This is an optimization exercise on Yosys and OpenROAD, whose aim is small area, not a production implementation.
RTL that was checked went through simulation tests only; none was proved equivalent to the original.
Power figures rest on the tool's default switching activity, not on a simulated workload.

== main ==
==> flow/design.v <==
module AVS(
	clk,
	rst,
	rx,
	led_data,
	servo_out,
	hexout0,
	hexout1,
	hexout2,
	hexout3,
	knight
	);
	input clk;
	input rst;
	input rx;
	output reg	[7:0] led_data;
	output		[5:0] servo_out;
	output		[6:0] hexout0;
	output		[6:0] hexout1;
	output		[6:0] hexout2;
	output		[6:0] hexout3;
	output		[9:0] knight;
	localparam R_IDLE = 2'd0, R_HALF = 2'd1, R_FULL = 2'd2, R_HIGH = 2'd3;
	reg		rx_q;
	reg [1:0]	rs;
	reg [8:0]	ctr;
	reg [2:0]	bit_ctr;
	reg [7:0]	rx_data;
	localparam [8:0] C0 = 9'h00c, C216 = 9'h0d0, C433 = 9'h10f, CMASK = 9'h0f7;
	wire ctr_end = (ctr & CMASK) == (C433 & CMASK);
	wire [8:0] ctr_nx = {ctr[7:0], ~(ctr[8] ^ ctr[4])};
	wire new_data = (rs == R_HIGH) & ~ctr[0];
	always @(posedge clk) begin
		if (rst) begin
			rx_q <= 1'b1;
			rs <= R_IDLE;
		end else begin
			rx_q <= rx;
			case (rs)
			R_IDLE: if (!rx_q) rs <= R_HALF;
			R_HALF: if (ctr_end) rs <= R_FULL;
			R_FULL: if (ctr_end && bit_ctr == 3'd7) rs <= R_HIGH;
			R_HIGH: if (rx_q) rs <= R_IDLE;
			endcase
		end
		case (rs)
		R_IDLE: begin
			ctr <= C216;
			bit_ctr <= 3'd0;
		end
		R_HIGH: ctr <= 9'd1;
		default: begin
			ctr <= ctr_end ? C0 : ctr_nx;
			if (rs == R_FULL && ctr_end) begin
				bit_ctr <= bit_ctr + 3'd1;
				rx_data <= {rx_q, rx_data[7:1]};
			end
		end
		endcase
	end
	localparam IDLE = 2'd0, SORT = 2'd1, RUN = 2'd2, SVRD = 2'd3;
	reg [1:0]	state;
	reg		en;
	reg [3:0]	ph [0:5];	 
	reg [5:0]	ps;		 
	wire [3:0] dh = rx_data[7:4];
	wire [3:0] dl = rx_data[3:0];
	wire hi_0 = dh == 4'h0, hi_8 = dh == 4'h8, hi_F = dh == 4'hF;
	wire lo_0 = dl == 4'h0, lo_8 = dl == 4'h8, lo_F = dl == 4'hF;
	wire is_AA = rx_data == 8'hAA;
	wire is_BB = rx_data == 8'hBB;
	wire is_99 = rx_data == 8'h99;
	wire is_FF = hi_F & lo_F;
	wire is_1F = dh == 4'h1 && lo_F;
	wire is_F1 = hi_F && dl == 4'h1;
	wire run_cmd = (hi_0 | hi_8 | hi_F) & (lo_0 | lo_8 | lo_F);
	wire sv_act = ~dh[3] & ~(dh[2] & dh[1] & dh[0]) | (dh == 4'hE);
	wire nd = new_data;
	wire in_idle = state == IDLE, in_sort = state == SORT;
	wire in_run = state == RUN, in_svrd = state == SVRD;
	always @(posedge clk) begin
		if (rst) begin
			state <= IDLE;
			led_data <= 8'h00;
			en <= 1'b0;
		end else begin
			en <= in_run;
			if (nd && !in_svrd)
				led_data <= rx_data;
			case (state)
			IDLE: if (nd)
				state <= is_AA ? SORT : is_BB ? RUN : SVRD;
			SORT: if (nd) begin
				if (is_BB)
					state <= RUN;
				else if (is_FF)
					state <= IDLE;
			end
			RUN: if (nd && is_99)
				state <= IDLE;
			SVRD: if (sv_act)
				state <= IDLE;
			endcase
		end
	end
	wire sv_all = hi_0 | (dh == 4'hE);		 
	wire [3:0] sv_h = hi_0 ? 4'h0 : (dh == 4'hE) ? 4'hF : dl;
	wire sv_s = dh == 4'hE;
	wire sort_tow = in_sort & (is_1F | is_F1);
	wire run_set = in_run & run_cmd;
	wire [5:0] w;
	wire [3:0] dph [0:5];
	wire [5:0] dps;
	assign w[0] = in_svrd & ((dh == 4'h1) | sv_all) |
	              nd & (in_idle & is_BB | in_sort & ~is_BB | in_run);
	assign dph[0] = in_svrd ? sv_h : sort_tow ? {dh[0], 3'b100} : 4'h8;
	assign dps[0] = in_svrd ? sv_s : ~sort_tow;
	wire w_home = nd & (in_idle & is_AA | in_sort | in_run);
	assign w[1] = in_svrd & ((dh == 4'h2) | sv_all) | w_home;
	assign dph[1] = in_svrd ? sv_h : run_set ? dh : 4'h8;
	assign dps[1] = in_svrd ? sv_s : 1'b1;
	assign w[2] = in_svrd & ((dh == 4'h3) | sv_all) | w_home;
	assign dph[2] = in_svrd ? sv_h : run_set ? (lo_8 ? 4'h8 : ~dl) : 4'h8;
	assign dps[2] = in_svrd ? sv_s : 1'b1;
	genvar k;
	generate for (k = 3; k < 6; k = k + 1) begin : svw
		assign w[k] = in_svrd & ((dh == k + 1) | sv_all);
		assign dph[k] = sv_h;
		assign dps[k] = sv_s;
	end endgenerate
	integer i;
	always @(posedge clk)
		for (i = 0; i < 6; i = i + 1)
			begin
				ph[i] <= rst ? 4'h8 : ({4{w[i]}} & dph[i]) | ({4{~w[i]}} & ph[i]);
				ps[i] <= rst | (w[i] & dps[i]) | (~w[i] & ps[i]);
			end
	reg [8:0]	pre;
	reg [11:0]	fc;
	reg [3:0]	lh [0:5];	 
	reg [5:0]	ls;
	localparam [8:0] P0 = 9'h004, P389 = 9'h0e3, PMASK = 9'h1bb;
	wire tick = (pre & PMASK) == (P389 & PMASK);
	wire [8:0] pre_nx = {pre[7:0], ~(pre[8] ^ pre[4])};
	wire fc_end = fc[11] & fc[9] & fc[7] & fc[6] & fc[4] & fc[1];	 
	wire fc_start = fc == 12'd206;
	wire below = fc[11:8] == 4'd0;
	wire window = fc[11:8] == 4'd1;
	wire [3:0] qh = fc[7:4];
	wire [3:0] ql = fc[3:0];
	always @(posedge clk) begin
		if (rst) begin
			pre <= P389;
			fc <= 12'd2770;
		end else begin
			pre <= tick ? P0 : pre_nx;
			fc <= (tick & fc_end) ? 12'd206 : fc + {11'd0, tick};
		end
		if (fc_start && !tick)
			for (i = 0; i < 6; i = i + 1) begin
				lh[i] <= ph[i];
				ls[i] <= ps[i];
			end
	end
	genvar g;
	generate for (g = 0; g < 6; g = g + 1) begin : sv
		wire lo_lt = ls[g] & lh[g][3] & (~ql[3] | (lh[g][0] & ~(&ql[2:0])));
		wire [3:0] a = qh, b = lh[g];
		wire lt = ~a[3] & b[3] | (~a[3] | b[3]) & (
		          ~a[2] & b[2] | (~a[2] | b[2]) & (
		          ~a[1] & b[1] | (~a[1] | b[1]) & (
		          ~a[0] & b[0] | (~a[0] | b[0]) & lo_lt)));
		assign servo_out[g] = below | window & lt;
	end endgenerate
	reg [6:0] hexdisp;
	always @(*)
		case (state)
		IDLE: hexdisp = 7'b1001111;
		SORT: hexdisp = 7'b0000110;
		RUN:  hexdisp = 7'b0010010;
		default: hexdisp = 7'b1001100;
		endcase
	assign hexout0 = hexdisp;
	assign hexout1 = hexdisp;
	assign hexout2 = hexdisp;
	assign hexout3 = hexdisp;
	localparam [22:0] K_END = 23'h413053;
	reg [22:0]	kcount;
	reg [3:0]	pos;
	wire k_end = kcount == K_END;
	wire [22:0] k_nx = {kcount[21:0], ~(kcount[22] ^ kcount[17])};
	always @(posedge clk)
		if (rst) begin
			kcount <= 23'd0;
			pos <= 4'd8;
		end else if (en) begin
			kcount <= k_end ? 23'd0 : k_nx;
			pos <= pos + {3'd0, k_end};
		end
	assign knight[0] = (pos == 4'd0);
	assign knight[1] = (pos == 4'd0) | (pos == 4'd1) | (pos == 4'd15);
	assign knight[2] = (pos == 4'd1) | (pos == 4'd2) | (pos == 4'd14) | (pos == 4'd15);
	assign knight[3] = (pos == 4'd2) | (pos == 4'd3) | (pos == 4'd13) | (pos == 4'd14);
	assign knight[4] = (pos == 4'd3) | (pos == 4'd4) | (pos == 4'd12) | (pos == 4'd13);
	assign knight[5] = (pos == 4'd4) | (pos == 4'd5) | (pos == 4'd11) | (pos == 4'd12);
	assign knight[6] = (pos == 4'd5) | (pos == 4'd6) | (pos == 4'd10) | (pos == 4'd11);
	assign knight[7] = (pos == 4'd6) | (pos == 4'd7) | (pos == 4'd9) | (pos == 4'd10);
	assign knight[8] = (pos == 4'd7) | (pos == 4'd8) | (pos == 4'd9);
	assign knight[9] = (pos == 4'd8);
endmodule
Settings: LEC_CHECK=0, CAP_MARGIN=20, CORE_MARGIN=2, CORE_UTILIZATION=40, PLACE_DENSITY=0.6, SLEW_MARGIN=20; clock period 20.0 ns.
standard.sh (not shown) runs the stock make flow with config.mk's settings and CLKGATE_MAP_FILE= SYNTH_SCRIPT=/design/flow/synth_recipe.tcl, a recipe that flattens the netlist after the stock synthesis.
==> flow/flow/run.sh <==
#!/bin/bash
# Standard ORFS layout, with an area-oriented re-mapping of the logic after
# floorplan, a leaner clock tree (no dummy loads, clkbuf_4 below a clkbuf_8 root) and the
# smallest buffer on the ports. standard.sh's output goes to standard.log.
set -euo pipefail
cd "$(dirname "$0")/.."
export POST_FLOORPLAN_TCL="$PWD/flow/restructure.tcl"
export CTS_ARGS="-sink_clustering_enable -repair_clock_nets -dont_use_dummy_load -buf_list sky130_fd_sc_hd__clkbuf_4 -root_buf sky130_fd_sc_hd__clkbuf_8"
export BUFFER_PORTS_ARGS="-buffer_cell sky130_fd_sc_hd__buf_1"
bash standard.sh > standard.log 2>&1
Other scripts of this flow, unchanged in this note and not shown: flow/flow/restructure.tcl
[inputs] the feature branch vs main
-- flow/design.v --
<<< main, line 59
		endcase
	end
	localparam IDLE = 2'd0, SORT = 2'd1, RUN = 2'd2, SVRD = 2'd3;
	reg [1:0]	state;
	reg		en;
>>> the feature branch, line 59
		endcase
	end
	localparam IDLE = 2'd1, SORT = 2'd0, RUN = 2'd2, SVRD = 2'd3;
	reg [1:0]	state;
	reg		en;
[summary]
- Across the feature branch and main, the outcome is the same: a clean finish for every run.
- The feature branch vs main, instance count: the feature branch higher
- Of the feature branch and main, the run reporting the lower total core area was main.
- Post-route fraction of the period consumed by the critical path delta for the feature branch relative to main: 0.58 points higher
- On design area: the feature branch sits above main.
- main → the feature branch: adder and majority cell fraction of the synthesized area stayed essentially flat; part of the power in the clock network fell by 2.9 points; layout overhead on the synthesized area fell by 0.44 points.
- The core of the feature branch is less densely filled than that of main.
- Per the comparison of the feature branch with main, met1 track demand over resource went down; total power of the final layout went up.
- The feature branch vs. main: arrival time of the worst setup path went up by 120 ps.
- Diff main..the feature branch | final count of negative-setup-slack endpoints | unchanged
Function not checked in main: the RTL went through the layout flow alone.

-- what the ideal ports hide --
How much do the figures lean on ideal ports? The routed layouts below were timed once more, with nothing changed but the port constraints. Step 1, drivers: a clkbuf_16 drives clk and a buf_2 each remaining input, both assumed. Step 2, shift: input delay + t, output delay - t, t = (earliest + latest rising clock arrival at the registers) / 2. This alone moves slack from input paths to output paths. Three values: ideal, step 1, step 2; two values: the first two.
| run | shift t [ns] | setup WS [ns] | worst setup path at the end | worst slew at a driven data input, ns | pins driven straight from the clock port |
|---|---|---|---|---|---|
| main | 0.432 | 13.909 / 13.874 / 14.307 | register to output | 0.03 | 1 |
| the feature branch | 0.431 | 13.793 / 13.760 / 14.191 | register to output | 0.03 | 1 |
After both steps setup and hold are still met in every run listed.
